This design comes from an exercise in tuning for small area and a short achievable clock period on the open sky130 flow, not from production work. Function was checked by simulation only, so behaviour that the tests miss may differ from the original. Power figures rest on the tool's default switching activity, not on a simulated workload.

--- design/flow/design.v ---
module Compare_and_Swap #(
    parameter BIT_WIDTH = 8
    )
(
    input  [BIT_WIDTH-1:0] a,
    input  [BIT_WIDTH-1:0] b,
    output a_lt_b
 );
wire [7:0] G = b & ~a;
wire [7:0] P = b | ~a;
wire [3:0] g2, p2;
wire [4:0] c;
assign c[0] = 1'b0;
genvar k;
generate for (k = 0; k < 4; k = k + 1) begin : t
  assign g2[k] = G[2*k+1] | (P[2*k+1] & G[2*k]);
  assign p2[k] = P[2*k+1] & P[2*k];
  assign c[k+1] = g2[k] | (p2[k] & c[k]);
end endgenerate
assign a_lt_b = c[4];
endmodule
module OE_Sort #(
    parameter BIT_WIDTH = 8,
    parameter N = 16
    )
(
    input clk,
    input rst,
    input in_valid,
    input [BIT_WIDTH*N-1:0] list,
    output out_valid,
    output [BIT_WIDTH*N-1:0] sorted_list
    );
reg [8:0] valid_pipe;
always @(posedge clk)
    if (rst) valid_pipe <= 9'b0;
    else valid_pipe <= {valid_pipe[7:0], in_valid};
assign out_valid = valid_pipe[8];
wire lt_0_0_13;
Compare_and_Swap #(.BIT_WIDTH(8)) cmp_0 (.a(list[7:0]), .b(list[111:104]), .a_lt_b(lt_0_0_13));
wire [7:0] x0_0 = lt_0_0_13 ? list[111:104] : list[7:0];
wire [7:0] x0_13 = lt_0_0_13 ? list[7:0] : list[111:104];
wire lt_1_1_12;
Compare_and_Swap #(.BIT_WIDTH(8)) cmp_1 (.a(list[15:8]), .b(list[103:96]), .a_lt_b(lt_1_1_12));
wire [7:0] x1_1 = lt_1_1_12 ? list[103:96] : list[15:8];
wire [7:0] x1_12 = lt_1_1_12 ? list[15:8] : list[103:96];
wire lt_2_2_15;
Compare_and_Swap #(.BIT_WIDTH(8)) cmp_2 (.a(list[23:16]), .b(list[127:120]), .a_lt_b(lt_2_2_15));
wire [7:0] x2_2 = lt_2_2_15 ? list[127:120] : list[23:16];
wire [7:0] x2_15 = lt_2_2_15 ? list[23:16] : list[127:120];
wire lt_3_3_14;
Compare_and_Swap #(.BIT_WIDTH(8)) cmp_3 (.a(list[31:24]), .b(list[119:112]), .a_lt_b(lt_3_3_14));
wire [7:0] x3_3 = lt_3_3_14 ? list[119:112] : list[31:24];
wire [7:0] x3_14 = lt_3_3_14 ? list[31:24] : list[119:112];
wire lt_4_4_8;
Compare_and_Swap #(.BIT_WIDTH(8)) cmp_4 (.a(list[39:32]), .b(list[71:64]), .a_lt_b(lt_4_4_8));
wire [7:0] x4_4 = lt_4_4_8 ? list[71:64] : list[39:32];
wire [7:0] x4_8 = lt_4_4_8 ? list[39:32] : list[71:64];
wire lt_5_5_6;
Compare_and_Swap #(.BIT_WIDTH(8)) cmp_5 (.a(list[47:40]), .b(list[55:48]), .a_lt_b(lt_5_5_6));
wire [7:0] x5_5 = lt_5_5_6 ? list[55:48] : list[47:40];
wire [7:0] x5_6 = lt_5_5_6 ? list[47:40] : list[55:48];
wire lt_6_7_11;
Compare_and_Swap #(.BIT_WIDTH(8)) cmp_6 (.a(list[63:56]), .b(list[95:88]), .a_lt_b(lt_6_7_11));
wire [7:0] x6_7 = lt_6_7_11 ? list[95:88] : list[63:56];
wire [7:0] x6_11 = lt_6_7_11 ? list[63:56] : list[95:88];
wire lt_7_9_10;
Compare_and_Swap #(.BIT_WIDTH(8)) cmp_7 (.a(list[79:72]), .b(list[87:80]), .a_lt_b(lt_7_9_10));
wire [7:0] x7_9 = lt_7_9_10 ? list[87:80] : list[79:72];
wire [7:0] x7_10 = lt_7_9_10 ? list[79:72] : list[87:80];
reg [7:0] q0_s1;
always @(posedge clk) q0_s1 <= ~x0_0;
reg [7:0] q5_s1;
always @(posedge clk) q5_s1 <= ~x5_5;
wire lt_8_0_5;
Compare_and_Swap #(.BIT_WIDTH(8)) cmp_8 (.a(~q0_s1), .b(~q5_s1), .a_lt_b(lt_8_0_5));
wire [7:0] x8_0 = lt_8_0_5 ? ~q5_s1 : ~q0_s1;
wire [7:0] x8_5 = lt_8_0_5 ? ~q0_s1 : ~q5_s1;
reg [7:0] q1_s1;
always @(posedge clk) q1_s1 <= ~x1_1;
reg [7:0] q7_s1;
always @(posedge clk) q7_s1 <= ~x6_7;
wire lt_9_1_7;
Compare_and_Swap #(.BIT_WIDTH(8)) cmp_9 (.a(~q1_s1), .b(~q7_s1), .a_lt_b(lt_9_1_7));
wire [7:0] x9_1 = lt_9_1_7 ? ~q7_s1 : ~q1_s1;
wire [7:0] x9_7 = lt_9_1_7 ? ~q1_s1 : ~q7_s1;
reg [7:0] q2_s1;
always @(posedge clk) q2_s1 <= ~x2_2;
reg [7:0] q9_s1;
always @(posedge clk) q9_s1 <= ~x7_9;
wire lt_10_2_9;
Compare_and_Swap #(.BIT_WIDTH(8)) cmp_10 (.a(~q2_s1), .b(~q9_s1), .a_lt_b(lt_10_2_9));
wire [7:0] x10_2 = lt_10_2_9 ? ~q9_s1 : ~q2_s1;
wire [7:0] x10_9 = lt_10_2_9 ? ~q2_s1 : ~q9_s1;
reg [7:0] q3_s1;
always @(posedge clk) q3_s1 <= ~x3_3;
reg [7:0] q4_s1;
always @(posedge clk) q4_s1 <= ~x4_4;
wire lt_11_3_4;
Compare_and_Swap #(.BIT_WIDTH(8)) cmp_11 (.a(~q3_s1), .b(~q4_s1), .a_lt_b(lt_11_3_4));
wire [7:0] x11_3 = lt_11_3_4 ? ~q4_s1 : ~q3_s1;
wire [7:0] x11_4 = lt_11_3_4 ? ~q3_s1 : ~q4_s1;
reg [7:0] q6_s1;
always @(posedge clk) q6_s1 <= x5_6;
reg [7:0] q13_s1;
always @(posedge clk) q13_s1 <= x0_13;
wire lt_12_6_13;
Compare_and_Swap #(.BIT_WIDTH(8)) cmp_12 (.a(q6_s1), .b(q13_s1), .a_lt_b(lt_12_6_13));
wire [7:0] x12_6 = lt_12_6_13 ? q13_s1 : q6_s1;
wire [7:0] x12_13 = lt_12_6_13 ? q6_s1 : q13_s1;
reg [7:0] q8_s1;
always @(posedge clk) q8_s1 <= x4_8;
reg [7:0] q14_s1;
always @(posedge clk) q14_s1 <= x3_14;
wire lt_13_8_14;
Compare_and_Swap #(.BIT_WIDTH(8)) cmp_13 (.a(q8_s1), .b(q14_s1), .a_lt_b(lt_13_8_14));
wire [7:0] x13_8 = lt_13_8_14 ? q14_s1 : q8_s1;
wire [7:0] x13_14 = lt_13_8_14 ? q8_s1 : q14_s1;
reg [7:0] q10_s1;
always @(posedge clk) q10_s1 <= x7_10;
reg [7:0] q15_s1;
always @(posedge clk) q15_s1 <= x2_15;
wire lt_14_10_15;
Compare_and_Swap #(.BIT_WIDTH(8)) cmp_14 (.a(q10_s1), .b(q15_s1), .a_lt_b(lt_14_10_15));
wire [7:0] x14_10 = lt_14_10_15 ? q15_s1 : q10_s1;
wire [7:0] x14_15 = lt_14_10_15 ? q10_s1 : q15_s1;
reg [7:0] q11_s1;
always @(posedge clk) q11_s1 <= x6_11;
reg [7:0] q12_s1;
always @(posedge clk) q12_s1 <= x1_12;
wire lt_15_11_12;
Compare_and_Swap #(.BIT_WIDTH(8)) cmp_15 (.a(q11_s1), .b(q12_s1), .a_lt_b(lt_15_11_12));
wire [7:0] x15_11 = lt_15_11_12 ? q12_s1 : q11_s1;
wire [7:0] x15_12 = lt_15_11_12 ? q11_s1 : q12_s1;
reg [7:0] q0_s2;
always @(posedge clk) q0_s2 <= ~x8_0;
reg [7:0] q1_s2;
always @(posedge clk) q1_s2 <= ~x9_1;
wire lt_16_0_1;
Compare_and_Swap #(.BIT_WIDTH(8)) cmp_16 (.a(~q0_s2), .b(~q1_s2), .a_lt_b(lt_16_0_1));
wire [7:0] x16_0 = lt_16_0_1 ? ~q1_s2 : ~q0_s2;
wire [7:0] x16_1 = lt_16_0_1 ? ~q0_s2 : ~q1_s2;
reg [7:0] q2_s2;
always @(posedge clk) q2_s2 <= ~x10_2;
reg [7:0] q3_s2;
always @(posedge clk) q3_s2 <= ~x11_3;
wire lt_17_2_3;
Compare_and_Swap #(.BIT_WIDTH(8)) cmp_17 (.a(~q2_s2), .b(~q3_s2), .a_lt_b(lt_17_2_3));
wire [7:0] x17_2 = lt_17_2_3 ? ~q3_s2 : ~q2_s2;
wire [7:0] x17_3 = lt_17_2_3 ? ~q2_s2 : ~q3_s2;
reg [7:0] q4_s2;
always @(posedge clk) q4_s2 <= x11_4;
reg [7:0] q5_s2;
always @(posedge clk) q5_s2 <= x8_5;
wire lt_18_4_5;
Compare_and_Swap #(.BIT_WIDTH(8)) cmp_18 (.a(q4_s2), .b(q5_s2), .a_lt_b(lt_18_4_5));
wire [7:0] x18_4 = lt_18_4_5 ? q5_s2 : q4_s2;
wire [7:0] x18_5 = lt_18_4_5 ? q4_s2 : q5_s2;
reg [7:0] q6_s2;
always @(posedge clk) q6_s2 <= ~x12_6;
reg [7:0] q8_s2;
always @(posedge clk) q8_s2 <= ~x13_8;
wire lt_19_6_8;
Compare_and_Swap #(.BIT_WIDTH(8)) cmp_19 (.a(~q6_s2), .b(~q8_s2), .a_lt_b(lt_19_6_8));
wire [7:0] x19_6 = lt_19_6_8 ? ~q8_s2 : ~q6_s2;
wire [7:0] x19_8 = lt_19_6_8 ? ~q6_s2 : ~q8_s2;
reg [7:0] q7_s2;
always @(posedge clk) q7_s2 <= x9_7;
reg [7:0] q9_s2;
always @(posedge clk) q9_s2 <= x10_9;
wire lt_20_7_9;
Compare_and_Swap #(.BIT_WIDTH(8)) cmp_20 (.a(q7_s2), .b(q9_s2), .a_lt_b(lt_20_7_9));
wire [7:0] x20_7 = lt_20_7_9 ? q9_s2 : q7_s2;
wire [7:0] x20_9 = lt_20_7_9 ? q7_s2 : q9_s2;
reg [7:0] q10_s2;
always @(posedge clk) q10_s2 <= ~x14_10;
reg [7:0] q11_s2;
always @(posedge clk) q11_s2 <= ~x15_11;
wire lt_21_10_11;
Compare_and_Swap #(.BIT_WIDTH(8)) cmp_21 (.a(~q10_s2), .b(~q11_s2), .a_lt_b(lt_21_10_11));
wire [7:0] x21_10 = lt_21_10_11 ? ~q11_s2 : ~q10_s2;
wire [7:0] x21_11 = lt_21_10_11 ? ~q10_s2 : ~q11_s2;
reg [7:0] q12_s2;
always @(posedge clk) q12_s2 <= x15_12;
reg [7:0] q13_s2;
always @(posedge clk) q13_s2 <= x12_13;
wire lt_22_12_13;
Compare_and_Swap #(.BIT_WIDTH(8)) cmp_22 (.a(q12_s2), .b(q13_s2), .a_lt_b(lt_22_12_13));
wire [7:0] x22_12 = lt_22_12_13 ? q13_s2 : q12_s2;
wire [7:0] x22_13 = lt_22_12_13 ? q12_s2 : q13_s2;
reg [7:0] q14_s2;
always @(posedge clk) q14_s2 <= x13_14;
reg [7:0] q15_s2;
always @(posedge clk) q15_s2 <= x14_15;
wire lt_23_14_15;
Compare_and_Swap #(.BIT_WIDTH(8)) cmp_23 (.a(q14_s2), .b(q15_s2), .a_lt_b(lt_23_14_15));
wire [7:0] x23_14 = lt_23_14_15 ? q15_s2 : q14_s2;
wire [7:0] x23_15 = lt_23_14_15 ? q14_s2 : q15_s2;
reg [7:0] q0_s3;
always @(posedge clk) q0_s3 <= ~x16_0;
reg [7:0] q2_s3;
always @(posedge clk) q2_s3 <= ~x17_2;
wire lt_24_0_2;
Compare_and_Swap #(.BIT_WIDTH(8)) cmp_24 (.a(~q0_s3), .b(~q2_s3), .a_lt_b(lt_24_0_2));
wire [7:0] x24_0 = lt_24_0_2 ? ~q2_s3 : ~q0_s3;
wire [7:0] x24_2 = lt_24_0_2 ? ~q0_s3 : ~q2_s3;
reg [7:0] q1_s3;
always @(posedge clk) q1_s3 <= x16_1;
reg [7:0] q3_s3;
always @(posedge clk) q3_s3 <= x17_3;
wire lt_25_1_3;
Compare_and_Swap #(.BIT_WIDTH(8)) cmp_25 (.a(q1_s3), .b(q3_s3), .a_lt_b(lt_25_1_3));
wire [7:0] x25_1 = lt_25_1_3 ? q3_s3 : q1_s3;
wire [7:0] x25_3 = lt_25_1_3 ? q1_s3 : q3_s3;
reg [7:0] q4_s3;
always @(posedge clk) q4_s3 <= ~x18_4;
reg [7:0] q10_s3;
always @(posedge clk) q10_s3 <= ~x21_10;
wire lt_26_4_10;
Compare_and_Swap #(.BIT_WIDTH(8)) cmp_26 (.a(~q4_s3), .b(~q10_s3), .a_lt_b(lt_26_4_10));
wire [7:0] x26_4 = lt_26_4_10 ? ~q10_s3 : ~q4_s3;
wire [7:0] x26_10 = lt_26_4_10 ? ~q4_s3 : ~q10_s3;
reg [7:0] q5_s3;
always @(posedge clk) q5_s3 <= x18_5;
reg [7:0] q11_s3;
always @(posedge clk) q11_s3 <= x21_11;
wire lt_27_5_11;
Compare_and_Swap #(.BIT_WIDTH(8)) cmp_27 (.a(q5_s3), .b(q11_s3), .a_lt_b(lt_27_5_11));
wire [7:0] x27_5 = lt_27_5_11 ? q11_s3 : q5_s3;
wire [7:0] x27_11 = lt_27_5_11 ? q5_s3 : q11_s3;
reg [7:0] q6_s3;
always @(posedge clk) q6_s3 <= ~x19_6;
reg [7:0] q7_s3;
always @(posedge clk) q7_s3 <= ~x20_7;
wire lt_28_6_7;
Compare_and_Swap #(.BIT_WIDTH(8)) cmp_28 (.a(~q6_s3), .b(~q7_s3), .a_lt_b(lt_28_6_7));
wire [7:0] x28_6 = lt_28_6_7 ? ~q7_s3 : ~q6_s3;
wire [7:0] x28_7 = lt_28_6_7 ? ~q6_s3 : ~q7_s3;
reg [7:0] q8_s3;
always @(posedge clk) q8_s3 <= x19_8;
reg [7:0] q9_s3;
always @(posedge clk) q9_s3 <= x20_9;
wire lt_29_8_9;
Compare_and_Swap #(.BIT_WIDTH(8)) cmp_29 (.a(q8_s3), .b(q9_s3), .a_lt_b(lt_29_8_9));
wire [7:0] x29_8 = lt_29_8_9 ? q9_s3 : q8_s3;
wire [7:0] x29_9 = lt_29_8_9 ? q8_s3 : q9_s3;
reg [7:0] q12_s3;
always @(posedge clk) q12_s3 <= ~x22_12;
reg [7:0] q14_s3;
always @(posedge clk) q14_s3 <= ~x23_14;
wire lt_30_12_14;
Compare_and_Swap #(.BIT_WIDTH(8)) cmp_30 (.a(~q12_s3), .b(~q14_s3), .a_lt_b(lt_30_12_14));
wire [7:0] x30_12 = lt_30_12_14 ? ~q14_s3 : ~q12_s3;
wire [7:0] x30_14 = lt_30_12_14 ? ~q12_s3 : ~q14_s3;
reg [7:0] q13_s3;
always @(posedge clk) q13_s3 <= x22_13;
reg [7:0] q15_s3;
always @(posedge clk) q15_s3 <= x23_15;
wire lt_31_13_15;
Compare_and_Swap #(.BIT_WIDTH(8)) cmp_31 (.a(q13_s3), .b(q15_s3), .a_lt_b(lt_31_13_15));
wire [7:0] x31_13 = lt_31_13_15 ? q15_s3 : q13_s3;
wire [7:0] x31_15 = lt_31_13_15 ? q13_s3 : q15_s3;
reg [7:0] q1_s4;
always @(posedge clk) q1_s4 <= ~x25_1;
reg [7:0] q6_s4;
always @(posedge clk) q6_s4 <= ~x28_6;
wire lt_32_1_6;
Compare_and_Swap #(.BIT_WIDTH(8)) cmp_32 (.a(~q1_s4), .b(~q6_s4), .a_lt_b(lt_32_1_6));
wire [7:0] x32_1 = lt_32_1_6 ? ~q6_s4 : ~q1_s4;
wire [7:0] x32_6 = lt_32_1_6 ? ~q1_s4 : ~q6_s4;
reg [7:0] q2_s4;
always @(posedge clk) q2_s4 <= x24_2;
reg [7:0] q4_s4;
always @(posedge clk) q4_s4 <= ~x26_4;
wire lt_33_2_4;
Compare_and_Swap #(.BIT_WIDTH(8)) cmp_33 (.a(q2_s4), .b(~q4_s4), .a_lt_b(lt_33_2_4));
wire [7:0] x33_2 = lt_33_2_4 ? ~q4_s4 : q2_s4;
wire [7:0] x33_4 = lt_33_2_4 ? q2_s4 : ~q4_s4;
reg [7:0] q3_s4;
always @(posedge clk) q3_s4 <= x25_3;
reg [7:0] q5_s4;
always @(posedge clk) q5_s4 <= ~x27_5;
wire lt_34_3_5;
Compare_and_Swap #(.BIT_WIDTH(8)) cmp_34 (.a(q3_s4), .b(~q5_s4), .a_lt_b(lt_34_3_5));
wire [7:0] x34_3 = lt_34_3_5 ? ~q5_s4 : q3_s4;
wire [7:0] x34_5 = lt_34_3_5 ? q3_s4 : ~q5_s4;
reg [7:0] q7_s4;
always @(posedge clk) q7_s4 <= x28_7;
reg [7:0] q8_s4;
always @(posedge clk) q8_s4 <= ~x29_8;
wire lt_35_7_8;
Compare_and_Swap #(.BIT_WIDTH(8)) cmp_35 (.a(q7_s4), .b(~q8_s4), .a_lt_b(lt_35_7_8));
wire [7:0] x35_7 = lt_35_7_8 ? ~q8_s4 : q7_s4;
wire [7:0] x35_8 = lt_35_7_8 ? q7_s4 : ~q8_s4;
reg [7:0] q9_s4;
always @(posedge clk) q9_s4 <= x29_9;
reg [7:0] q13_s4;
always @(posedge clk) q13_s4 <= ~x31_13;
wire lt_36_9_13;
Compare_and_Swap #(.BIT_WIDTH(8)) cmp_36 (.a(q9_s4), .b(~q13_s4), .a_lt_b(lt_36_9_13));
wire [7:0] x36_9 = lt_36_9_13 ? ~q13_s4 : q9_s4;
wire [7:0] x36_13 = lt_36_9_13 ? q9_s4 : ~q13_s4;
reg [7:0] q10_s4;
always @(posedge clk) q10_s4 <= x26_10;
reg [7:0] q12_s4;
always @(posedge clk) q12_s4 <= ~x30_12;
wire lt_37_10_12;
Compare_and_Swap #(.BIT_WIDTH(8)) cmp_37 (.a(q10_s4), .b(~q12_s4), .a_lt_b(lt_37_10_12));
wire [7:0] x37_10 = lt_37_10_12 ? ~q12_s4 : q10_s4;
wire [7:0] x37_12 = lt_37_10_12 ? q10_s4 : ~q12_s4;
reg [7:0] q11_s4;
always @(posedge clk) q11_s4 <= x27_11;
reg [7:0] q14_s4;
always @(posedge clk) q14_s4 <= x30_14;
wire lt_38_11_14;
Compare_and_Swap #(.BIT_WIDTH(8)) cmp_38 (.a(q11_s4), .b(q14_s4), .a_lt_b(lt_38_11_14));
wire [7:0] x38_11 = lt_38_11_14 ? q14_s4 : q11_s4;
wire [7:0] x38_14 = lt_38_11_14 ? q11_s4 : q14_s4;
reg [7:0] q1_s5;
always @(posedge clk) q1_s5 <= ~x32_1;
reg [7:0] q2_s5;
always @(posedge clk) q2_s5 <= ~x33_2;
wire lt_39_1_2;
Compare_and_Swap #(.BIT_WIDTH(8)) cmp_39 (.a(~q1_s5), .b(~q2_s5), .a_lt_b(lt_39_1_2));
wire [7:0] x39_1 = lt_39_1_2 ? ~q2_s5 : ~q1_s5;
wire [7:0] x39_2 = lt_39_1_2 ? ~q1_s5 : ~q2_s5;
reg [7:0] q3_s5;
always @(posedge clk) q3_s5 <= ~x34_3;
reg [7:0] q12_s5;
always @(posedge clk) q12_s5 <= x37_12;
wire lt_40_3_12;
Compare_and_Swap #(.BIT_WIDTH(8)) cmp_40 (.a(~q3_s5), .b(q12_s5), .a_lt_b(lt_40_3_12));
wire [7:0] x40_3 = lt_40_3_12 ? q12_s5 : ~q3_s5;
wire [7:0] x40_12 = lt_40_3_12 ? ~q3_s5 : q12_s5;
reg [7:0] q4_s5;
always @(posedge clk) q4_s5 <= x33_4;
reg [7:0] q6_s5;
always @(posedge clk) q6_s5 <= x32_6;
wire lt_41_4_6;
Compare_and_Swap #(.BIT_WIDTH(8)) cmp_41 (.a(q4_s5), .b(q6_s5), .a_lt_b(lt_41_4_6));
wire [7:0] x41_4 = lt_41_4_6 ? q6_s5 : q4_s5;
wire [7:0] x41_6 = lt_41_4_6 ? q4_s5 : q6_s5;
reg [7:0] q5_s5;
always @(posedge clk) q5_s5 <= x34_5;
reg [7:0] q7_s5;
always @(posedge clk) q7_s5 <= ~x35_7;
wire lt_42_5_7;
Compare_and_Swap #(.BIT_WIDTH(8)) cmp_42 (.a(q5_s5), .b(~q7_s5), .a_lt_b(lt_42_5_7));
wire [7:0] x42_5 = lt_42_5_7 ? ~q7_s5 : q5_s5;
wire [7:0] x42_7 = lt_42_5_7 ? q5_s5 : ~q7_s5;
reg [7:0] q8_s5;
always @(posedge clk) q8_s5 <= x35_8;
reg [7:0] q10_s5;
always @(posedge clk) q10_s5 <= ~x37_10;
wire lt_43_8_10;
Compare_and_Swap #(.BIT_WIDTH(8)) cmp_43 (.a(q8_s5), .b(~q10_s5), .a_lt_b(lt_43_8_10));
wire [7:0] x43_8 = lt_43_8_10 ? ~q10_s5 : q8_s5;
wire [7:0] x43_10 = lt_43_8_10 ? q8_s5 : ~q10_s5;
reg [7:0] q9_s5;
always @(posedge clk) q9_s5 <= ~x36_9;
reg [7:0] q11_s5;
always @(posedge clk) q11_s5 <= ~x38_11;
wire lt_44_9_11;
Compare_and_Swap #(.BIT_WIDTH(8)) cmp_44 (.a(~q9_s5), .b(~q11_s5), .a_lt_b(lt_44_9_11));
wire [7:0] x44_9 = lt_44_9_11 ? ~q11_s5 : ~q9_s5;
wire [7:0] x44_11 = lt_44_9_11 ? ~q9_s5 : ~q11_s5;
reg [7:0] q13_s5;
always @(posedge clk) q13_s5 <= x36_13;
reg [7:0] q14_s5;
always @(posedge clk) q14_s5 <= x38_14;
wire lt_45_13_14;
Compare_and_Swap #(.BIT_WIDTH(8)) cmp_45 (.a(q13_s5), .b(q14_s5), .a_lt_b(lt_45_13_14));
wire [7:0] x45_13 = lt_45_13_14 ? q14_s5 : q13_s5;
wire [7:0] x45_14 = lt_45_13_14 ? q13_s5 : q14_s5;
reg [7:0] q3_s6;
always @(posedge clk) q3_s6 <= ~x40_3;
reg [7:0] q8_s6;
always @(posedge clk) q8_s6 <= ~x43_8;
wire lt_46_3_8;
Compare_and_Swap #(.BIT_WIDTH(8)) cmp_46 (.a(~q3_s6), .b(~q8_s6), .a_lt_b(lt_46_3_8));
wire [7:0] x46_3 = lt_46_3_8 ? ~q8_s6 : ~q3_s6;
wire [7:0] x46_8 = lt_46_3_8 ? ~q3_s6 : ~q8_s6;
reg [7:0] q5_s6;
always @(posedge clk) q5_s6 <= ~x42_5;
reg [7:0] q6_s6;
always @(posedge clk) q6_s6 <= x41_6;
wire lt_47_5_6;
Compare_and_Swap #(.BIT_WIDTH(8)) cmp_47 (.a(~q5_s6), .b(q6_s6), .a_lt_b(lt_47_5_6));
wire [7:0] x47_5 = lt_47_5_6 ? q6_s6 : ~q5_s6;
wire [7:0] x47_6 = lt_47_5_6 ? ~q5_s6 : q6_s6;
reg [7:0] q7_s6;
always @(posedge clk) q7_s6 <= x42_7;
reg [7:0] q10_s6;
always @(posedge clk) q10_s6 <= x43_10;
wire lt_48_7_10;
Compare_and_Swap #(.BIT_WIDTH(8)) cmp_48 (.a(q7_s6), .b(q10_s6), .a_lt_b(lt_48_7_10));
wire [7:0] x48_7 = lt_48_7_10 ? q10_s6 : q7_s6;
wire [7:0] x48_10 = lt_48_7_10 ? q7_s6 : q10_s6;
reg [7:0] q9_s6;
always @(posedge clk) q9_s6 <= ~x44_9;
reg [7:0] q12_s6;
always @(posedge clk) q12_s6 <= x40_12;
wire lt_49_9_12;
Compare_and_Swap #(.BIT_WIDTH(8)) cmp_49 (.a(~q9_s6), .b(q12_s6), .a_lt_b(lt_49_9_12));
wire [7:0] x49_9 = lt_49_9_12 ? q12_s6 : ~q9_s6;
wire [7:0] x49_12 = lt_49_9_12 ? ~q9_s6 : q12_s6;
reg [7:0] q2_s6;
always @(posedge clk) q2_s6 <= x39_2;
reg [7:0] q2_s7;
always @(posedge clk) q2_s7 <= q2_s6;
reg [7:0] q4_s6;
always @(posedge clk) q4_s6 <= ~x41_4;
reg [7:0] q4_s7;
always @(posedge clk) q4_s7 <= q4_s6;
wire lt_50_2_4;
Compare_and_Swap #(.BIT_WIDTH(8)) cmp_50 (.a(q2_s7), .b(~q4_s7), .a_lt_b(lt_50_2_4));
wire [7:0] x50_2 = lt_50_2_4 ? ~q4_s7 : q2_s7;
wire [7:0] x50_4 = lt_50_2_4 ? q2_s7 : ~q4_s7;
reg [7:0] q3_s7;
always @(posedge clk) q3_s7 <= ~x46_3;
reg [7:0] q5_s7;
always @(posedge clk) q5_s7 <= ~x47_5;
wire lt_51_3_5;
Compare_and_Swap #(.BIT_WIDTH(8)) cmp_51 (.a(~q3_s7), .b(~q5_s7), .a_lt_b(lt_51_3_5));
wire [7:0] x51_3 = lt_51_3_5 ? ~q5_s7 : ~q3_s7;
wire [7:0] x51_5 = lt_51_3_5 ? ~q3_s7 : ~q5_s7;
reg [7:0] q6_s7;
always @(posedge clk) q6_s7 <= x47_6;
reg [7:0] q8_s7;
always @(posedge clk) q8_s7 <= x46_8;
wire lt_52_6_8;
Compare_and_Swap #(.BIT_WIDTH(8)) cmp_52 (.a(q6_s7), .b(q8_s7), .a_lt_b(lt_52_6_8));
wire [7:0] x52_6 = lt_52_6_8 ? q8_s7 : q6_s7;
wire [7:0] x52_8 = lt_52_6_8 ? q6_s7 : q8_s7;
reg [7:0] q7_s7;
always @(posedge clk) q7_s7 <= ~x48_7;
reg [7:0] q9_s7;
always @(posedge clk) q9_s7 <= ~x49_9;
wire lt_53_7_9;
Compare_and_Swap #(.BIT_WIDTH(8)) cmp_53 (.a(~q7_s7), .b(~q9_s7), .a_lt_b(lt_53_7_9));
wire [7:0] x53_7 = lt_53_7_9 ? ~q9_s7 : ~q7_s7;
wire [7:0] x53_9 = lt_53_7_9 ? ~q7_s7 : ~q9_s7;
reg [7:0] q10_s7;
always @(posedge clk) q10_s7 <= x48_10;
reg [7:0] q12_s7;
always @(posedge clk) q12_s7 <= x49_12;
wire lt_54_10_12;
Compare_and_Swap #(.BIT_WIDTH(8)) cmp_54 (.a(q10_s7), .b(q12_s7), .a_lt_b(lt_54_10_12));
wire [7:0] x54_10 = lt_54_10_12 ? q12_s7 : q10_s7;
wire [7:0] x54_12 = lt_54_10_12 ? q10_s7 : q12_s7;
reg [7:0] q11_s6;
always @(posedge clk) q11_s6 <= x44_11;
reg [7:0] q11_s7;
always @(posedge clk) q11_s7 <= q11_s6;
reg [7:0] q13_s6;
always @(posedge clk) q13_s6 <= ~x45_13;
reg [7:0] q13_s7;
always @(posedge clk) q13_s7 <= q13_s6;
wire lt_55_11_13;
Compare_and_Swap #(.BIT_WIDTH(8)) cmp_55 (.a(q11_s7), .b(~q13_s7), .a_lt_b(lt_55_11_13));
wire [7:0] x55_11 = lt_55_11_13 ? ~q13_s7 : q11_s7;
wire [7:0] x55_13 = lt_55_11_13 ? q11_s7 : ~q13_s7;
reg [7:0] q3_s8;
always @(posedge clk) q3_s8 <= ~x51_3;
reg [7:0] q4_s8;
always @(posedge clk) q4_s8 <= x50_4;
wire lt_56_3_4;
Compare_and_Swap #(.BIT_WIDTH(8)) cmp_56 (.a(~q3_s8), .b(q4_s8), .a_lt_b(lt_56_3_4));
wire [7:0] x56_3 = lt_56_3_4 ? q4_s8 : ~q3_s8;
wire [7:0] x56_4 = lt_56_3_4 ? ~q3_s8 : q4_s8;
reg [7:0] q5_s8;
always @(posedge clk) q5_s8 <= x51_5;
reg [7:0] q6_s8;
always @(posedge clk) q6_s8 <= ~x52_6;
wire lt_57_5_6;
Compare_and_Swap #(.BIT_WIDTH(8)) cmp_57 (.a(q5_s8), .b(~q6_s8), .a_lt_b(lt_57_5_6));
wire [7:0] x57_5 = lt_57_5_6 ? ~q6_s8 : q5_s8;
wire [7:0] x57_6 = lt_57_5_6 ? q5_s8 : ~q6_s8;
reg [7:0] q7_s8;
always @(posedge clk) q7_s8 <= ~x53_7;
reg [7:0] q8_s8;
always @(posedge clk) q8_s8 <= x52_8;
wire lt_58_7_8;
Compare_and_Swap #(.BIT_WIDTH(8)) cmp_58 (.a(~q7_s8), .b(q8_s8), .a_lt_b(lt_58_7_8));
wire [7:0] x58_7 = lt_58_7_8 ? q8_s8 : ~q7_s8;
wire [7:0] x58_8 = lt_58_7_8 ? ~q7_s8 : q8_s8;
reg [7:0] q9_s8;
always @(posedge clk) q9_s8 <= x53_9;
reg [7:0] q10_s8;
always @(posedge clk) q10_s8 <= ~x54_10;
wire lt_59_9_10;
Compare_and_Swap #(.BIT_WIDTH(8)) cmp_59 (.a(q9_s8), .b(~q10_s8), .a_lt_b(lt_59_9_10));
wire [7:0] x59_9 = lt_59_9_10 ? ~q10_s8 : q9_s8;
wire [7:0] x59_10 = lt_59_9_10 ? q9_s8 : ~q10_s8;
reg [7:0] q11_s8;
always @(posedge clk) q11_s8 <= ~x55_11;
reg [7:0] q12_s8;
always @(posedge clk) q12_s8 <= x54_12;
wire lt_60_11_12;
Compare_and_Swap #(.BIT_WIDTH(8)) cmp_60 (.a(~q11_s8), .b(q12_s8), .a_lt_b(lt_60_11_12));
wire [7:0] x60_11 = lt_60_11_12 ? q12_s8 : ~q11_s8;
wire [7:0] x60_12 = lt_60_11_12 ? ~q11_s8 : q12_s8;
reg [7:0] q0_s4;
always @(posedge clk) q0_s4 <= x24_0;
reg [7:0] q0_s5;
always @(posedge clk) q0_s5 <= q0_s4;
reg [7:0] q0_s6;
always @(posedge clk) q0_s6 <= q0_s5;
reg [7:0] q0_s7;
always @(posedge clk) q0_s7 <= q0_s6;
reg [7:0] q0_s8;
always @(posedge clk) q0_s8 <= q0_s7;
reg [7:0] q0_s9;
always @(posedge clk) q0_s9 <= q0_s8;
assign sorted_list[7:0] = q0_s9;
reg [7:0] q1_s6;
always @(posedge clk) q1_s6 <= x39_1;
reg [7:0] q1_s7;
always @(posedge clk) q1_s7 <= q1_s6;
reg [7:0] q1_s8;
always @(posedge clk) q1_s8 <= q1_s7;
reg [7:0] q1_s9;
always @(posedge clk) q1_s9 <= q1_s8;
assign sorted_list[15:8] = q1_s9;
reg [7:0] q2_s8;
always @(posedge clk) q2_s8 <= x50_2;
reg [7:0] q2_s9;
always @(posedge clk) q2_s9 <= q2_s8;
assign sorted_list[23:16] = q2_s9;
reg [7:0] q3_s9;
always @(posedge clk) q3_s9 <= x56_3;
assign sorted_list[31:24] = q3_s9;
reg [7:0] q4_s9;
always @(posedge clk) q4_s9 <= x56_4;
assign sorted_list[39:32] = q4_s9;
reg [7:0] q5_s9;
always @(posedge clk) q5_s9 <= x57_5;
assign sorted_list[47:40] = q5_s9;
reg [7:0] q6_s9;
always @(posedge clk) q6_s9 <= x57_6;
assign sorted_list[55:48] = q6_s9;
reg [7:0] q7_s9;
always @(posedge clk) q7_s9 <= x58_7;
assign sorted_list[63:56] = q7_s9;
reg [7:0] q8_s9;
always @(posedge clk) q8_s9 <= x58_8;
assign sorted_list[71:64] = q8_s9;
reg [7:0] q9_s9;
always @(posedge clk) q9_s9 <= x59_9;
assign sorted_list[79:72] = q9_s9;
reg [7:0] q10_s9;
always @(posedge clk) q10_s9 <= x59_10;
assign sorted_list[87:80] = q10_s9;
reg [7:0] q11_s9;
always @(posedge clk) q11_s9 <= x60_11;
assign sorted_list[95:88] = q11_s9;
reg [7:0] q12_s9;
always @(posedge clk) q12_s9 <= x60_12;
assign sorted_list[103:96] = q12_s9;
reg [7:0] q13_s8;
always @(posedge clk) q13_s8 <= x55_13;
reg [7:0] q13_s9;
always @(posedge clk) q13_s9 <= q13_s8;
assign sorted_list[111:104] = q13_s9;
reg [7:0] q14_s6;
always @(posedge clk) q14_s6 <= x45_14;
reg [7:0] q14_s7;
always @(posedge clk) q14_s7 <= q14_s6;
reg [7:0] q14_s8;
always @(posedge clk) q14_s8 <= q14_s7;
reg [7:0] q14_s9;
always @(posedge clk) q14_s9 <= q14_s8;
assign sorted_list[119:112] = q14_s9;
reg [7:0] q15_s4;
always @(posedge clk) q15_s4 <= x31_15;
reg [7:0] q15_s5;
always @(posedge clk) q15_s5 <= q15_s4;
reg [7:0] q15_s6;
always @(posedge clk) q15_s6 <= q15_s5;
reg [7:0] q15_s7;
always @(posedge clk) q15_s7 <= q15_s6;
reg [7:0] q15_s8;
always @(posedge clk) q15_s8 <= q15_s7;
reg [7:0] q15_s9;
always @(posedge clk) q15_s9 <= q15_s8;
assign sorted_list[127:120] = q15_s9;
endmodule
--- design/flow/config.mk ---
export PLATFORM = sky130hd
export DESIGN_NAME = OE_Sort
export DESIGN_NICKNAME = OE_Sort
export VERILOG_FILES = /design/flow/design.v
export SDC_FILE = /design/flow/constraint.sdc
export NUM_CORES = 4
export LEC_CHECK = 0
export ABC_AREA = 1
export CAP_MARGIN = 20
export CORE_MARGIN = 2
export CORE_UTILIZATION = 65
export CTS_CLUSTER_DIAMETER = 80
export CTS_CLUSTER_SIZE = 30
export SETUP_SLACK_MARGIN = 0.8
export SLEW_MARGIN = 20
--- design/flow/constraint.sdc ---
create_clock -name core_clock -period 2.5 [get_ports {clk}]
set_input_delay 0.5000 -clock core_clock [delete_from_list [all_inputs] [get_ports {clk}]]
set_output_delay 0.5000 -clock core_clock [all_outputs]
set_load 0.01 [all_outputs]
--- design/flow/standard.sh ---
#!/bin/bash
# synth_recipe.tcl (not shown) runs the flow's synth.tcl, then flattens the netlist and writes it again
# the make line also repeats each setting of config.mk as NAME=value (left out here)
make -C /OpenROAD-flow-scripts/flow DESIGN_CONFIG=/design/flow/config.mk WORK_HOME=/design/flow/orfs CLKGATE_MAP_FILE= SYNTH_SCRIPT=/design/flow/synth_recipe.tcl "${@:-finish}"
--- design/flow/flow/run.sh ---
#!/bin/bash
# The standard layout (the standard.sh, ORFS from synthesis to finish), except that
# buffer_ports gives every input and output port a sky130_fd_sc_hd__buf_1 instead of the
# delay buffer (clkdlybuf4s50_1) it picks by default. Each ORFS step keeps its own log under
# orfs/logs/; make's full output goes to standard.log here.
set -euo pipefail
export BUFFER_PORTS_ARGS="-buffer_cell sky130_fd_sc_hd__buf_1"
bash standard.sh finish > standard.log 2>&1
==> flow_summary.json <==
{
  "outcome": "timing/DRC/antenna clean",
  "fin_crit_sh_pct": 65.11,
  "routed_wl_um": 100100,
  "hold_violations": 0,
  "grt_pass1_wl_um": 162000,
  "vias_per_cell": 5.042,
  "cts_setup_buffers": 0,
  "clk_latency_ns": 0.64,
  "grt_max_degree": 31,
  "clock_path_buffers": 3,
  "gp_congestion": 0.9518,
  "tns_ns": 0,
  "powerDensity_nw_per_um2": 1503,
  "syn_nets": 6487,
  "grt.total_usage_pct": 26.79,
  "syn_area_per_cell_um2": 7.215,
  "cts_root_buf": "clkbuf_16",
  "drtIter0Drc": 3104,
  "setup_viol_count_final": 0,
  "route.detailed.drc": 0,
  "largest_reg_flops": 9,
  "num_io_pins": 260,
  "clock_skew_ns": 0.02888,
  "wl_met2_um": 47620,
  "dpl_cell_area_um2": 46810,
  "grt_pass1_vias": 33210,
  "crit_required_ns": 2.00,
  "cts_buffers": 47,
  "yosysSeqAreaShare_pct": 50.68,
  "drt-met1-wl_um": 43800,
  "syn-cell-area_um2": 45860,
  "port_buffers": 259,
  "wl_per_cell_um": 13.44,
  "clk_pin_slew_ns": 0.10,
  "synth_seq_cells": 1161,
  "antenna_left": 0,
  "critPathCaptureType": "output pin",
  "h-tree-depth": 2,
  "peakVddDrop_uv": 713.9,
  "p_leak_nw": 26.58,
  "max_cap_violations": 0,
  "fmax_mhz": 614.3,
  "antenna_found_initial": 1,
  "die_h_um": 269.6,
  "path_buf_inv": 1,
  "cp.arrival_ns": 1.13,
  "synthArstFlopShare_pct": 0,
  "cpPeakStageDelay_ns": 0.32,
  "cts_tree": "yes",
  "initial_core_util_pct": 65.60,
  "hp-class": "primary input to register",
  "utilization_pct": 69.48,
  "path_delay_family": "flip-flops",
  "setup.worst_path.start_class": "register",
  "slew_viol_final": 0,
  "first_pass_iters": 6,
  "layout_min_cycle_time_ns": 1.628,
  "dieWidth_um": 269.6,
  "coreArea_um2": 69910,
  "top_register": "valid_pipe",
  "row_count": 97,
  "clock_sinks": 1161,
  "synthCells": 6356,
  "vias": 37570,
  "area_delta_synth_final_pct": 5.923,
  "worstSetupPathType": "register to output pin",
  "crit_fanout": 1,
  "holdBufCountCts": 0,
  "diodes": 0,
  "nFillCells": 6100,
  "final_nets": 6626,
  "dpl.hpwl_um": 77210,
  "yosysWarnings": 1,
  "synth.distinct_cells": 24,
  "top_layer": "met5",
  "slew_headroom_pct": 56.50,
  "layout-drive-gt1-share_pct": 4.070,
  "slowest_stage": "dfxtp_1",
  "design_area_um2": 48570,
  "crit_chain": "buf_1",
  "synth_edf_count": 0,
  "tightest_slew_ns": 0.6524,
  "synth_ff_type": "dfxtp_1",
  "design.die.area_um2": 72690,
  "grt_overflow": 0,
  "wl_met3_um": 4359,
  "rsz0062_at_grt": "no"
}
==> final timing paths <==
path,slack (ns),depth (start not counted),startpoint,to
worst max-delay path,0.87,1,q9_s9[0],sorted_list[72]
worst min-delay path,0.04,3,in_valid,valid_pipe[0]
worst max register to register,0.90,5,q7_s5[7],q7_s6[3]
worst min register to register,0.32,0,q0_s4[3],q0_s5[3]
==> worst register-to-register path, stage by stage (launching register included) <==
cell	delay, ns
dfxtp_1	0.40
nor2_1	0.08
o21ai_2	0.54
nand2_4	0.22
nand2_1	0.11
nand2_1	0.12
==> placed cells by master, fill, tap and decap left out, drive strengths merged, types with 6 or more instances in the layout <==
cell and n:
inv 1100, a21oi 76, nand3 806, nor2 192
a221oi 11, clkbuf 51, dfxtp 1161, buf 269
o21ai 160, o22ai 187, a22oi 8, nor3 6
nand3b 48, nand2 2425
==> synth_stat cells (21+ instances only) <==
library cell	number	share of area [%]
clkbuf_1	45	0.37
o21ai_0	97	1.1
nor2_1	190	1.6
inv_2	21	0.17
buf_6	59	1.4
nand3_1	806	8.8
nand2_1	2287	19
inv_1	1073	8.8
buf_2	64	0.70
dfxtp_1	1161	51
nand3b_1	48	0.79
nand2_2	118	1.6
o21ai_1	52	0.57
a21oi_1	70	0.76
o22ai_1	187	2.6
==> logic make-up (layout without fill, tap and decap cells) <==
logic type / after synthesis / in the layout / share of synthesized area, %
flip-flops: 1161 / 1161 / 50.68
AND/OR/NAND/NOR: 3472 / 3477 / 31.93
buffers and inverters: 1278 / 1428 / 11.73
AO/OA/AOI/OAI: 445 / 445 / 5.656
==> power by group <==
| group | leakage [nW] | switching (mW) | total [mW] | internal, mW |
|---|---|---|---|---|
| sequential | 9.75 | 5.58 | 32.3 | 26.7 |
| combinational | 16.2 | 21.2 | 31.5 | 10.4 |
| clock | 0.677 | 5.43 | 9.17 | 3.74 |
==> final cells by class <==
| type | instances | area (um2) | share of cell area (%) |
|---|---|---|---|
| clock buffer | 51 | 1234 | 2.540 |
| clock inverter | 14 | 147.6 | 0.3040 |
| inverter | 1094 | 4106 | 8.454 |
| multi-input combinational | 3922 | 17610 | 36.26 |
| sequential | 1161 | 23250 | 47.87 |
| tap | 940 | 1176 | 2.421 |
| timing repair buffer | 269 | 1047 | 2.156 |
==> metrics by stage <==
stage | cells | setup WS [ns] | hold slack [ns] | power [mW]
floorplan | 6356 | 1.124 | 0.3096 | 56.28
global placement | 7381 | 0.6958 | 0.3096 | 62.64
detailed placement | 7381 | 0.6656 | 0.3121 | 63.23
CTS | 7446 | 0.8102 | 0.01391 | 72.29
global route | 7451 | 0.7981 | 0.05971 | 79.49
finish | 7451 | 0.8722 | 0.04420 | 72.99
==> metal layers <==
metal | track usage (%) | up-vias
met4 | 11.59 | 2
li1 | - | 19720
met3 | 3.233 | 191
met1 | 34.00 | 16750
met2 | 46.06 | 908
met5 | 0 | -
==> repair_timing <==
item,in CTS,in global routing
pin swaps,0,5
endpoints found under the setup margin,16,460
gates resized for setup,5,73
cloned,0,5

## re-timing with driven ports
The flow's constraints put no driver on any port. The routed layout listed below was extracted and timed again, unchanged, in two steps.
Step 1: set_driving_cell puts a clkbuf_16 on clk and a buf_2 on each other input, an assumption about the parent block.
Step 2 adds t to the input delays and takes it off the output delays; t is the mean of the earliest and latest rising clock arrival at the registers after step 1. Input paths then give back, and output paths get back, about the clock's delay inside the block.
Slacks: ideal ports / drivers / drivers and shift; pairs: ideal ports / drivers.
t, ns: 0.692
slack for setup (ns): 0.872 / 0.805 / 0.649
latest minus earliest clock arrival (ns): 0.030 / 0.030
worst data-port slew with drivers (ns): 0.05
pins driven straight from the clock port: 1
After both steps this run still meets setup and hold. The setup slack of this run moves by -0.067 ns with the drivers and by -0.223 ns with both steps.
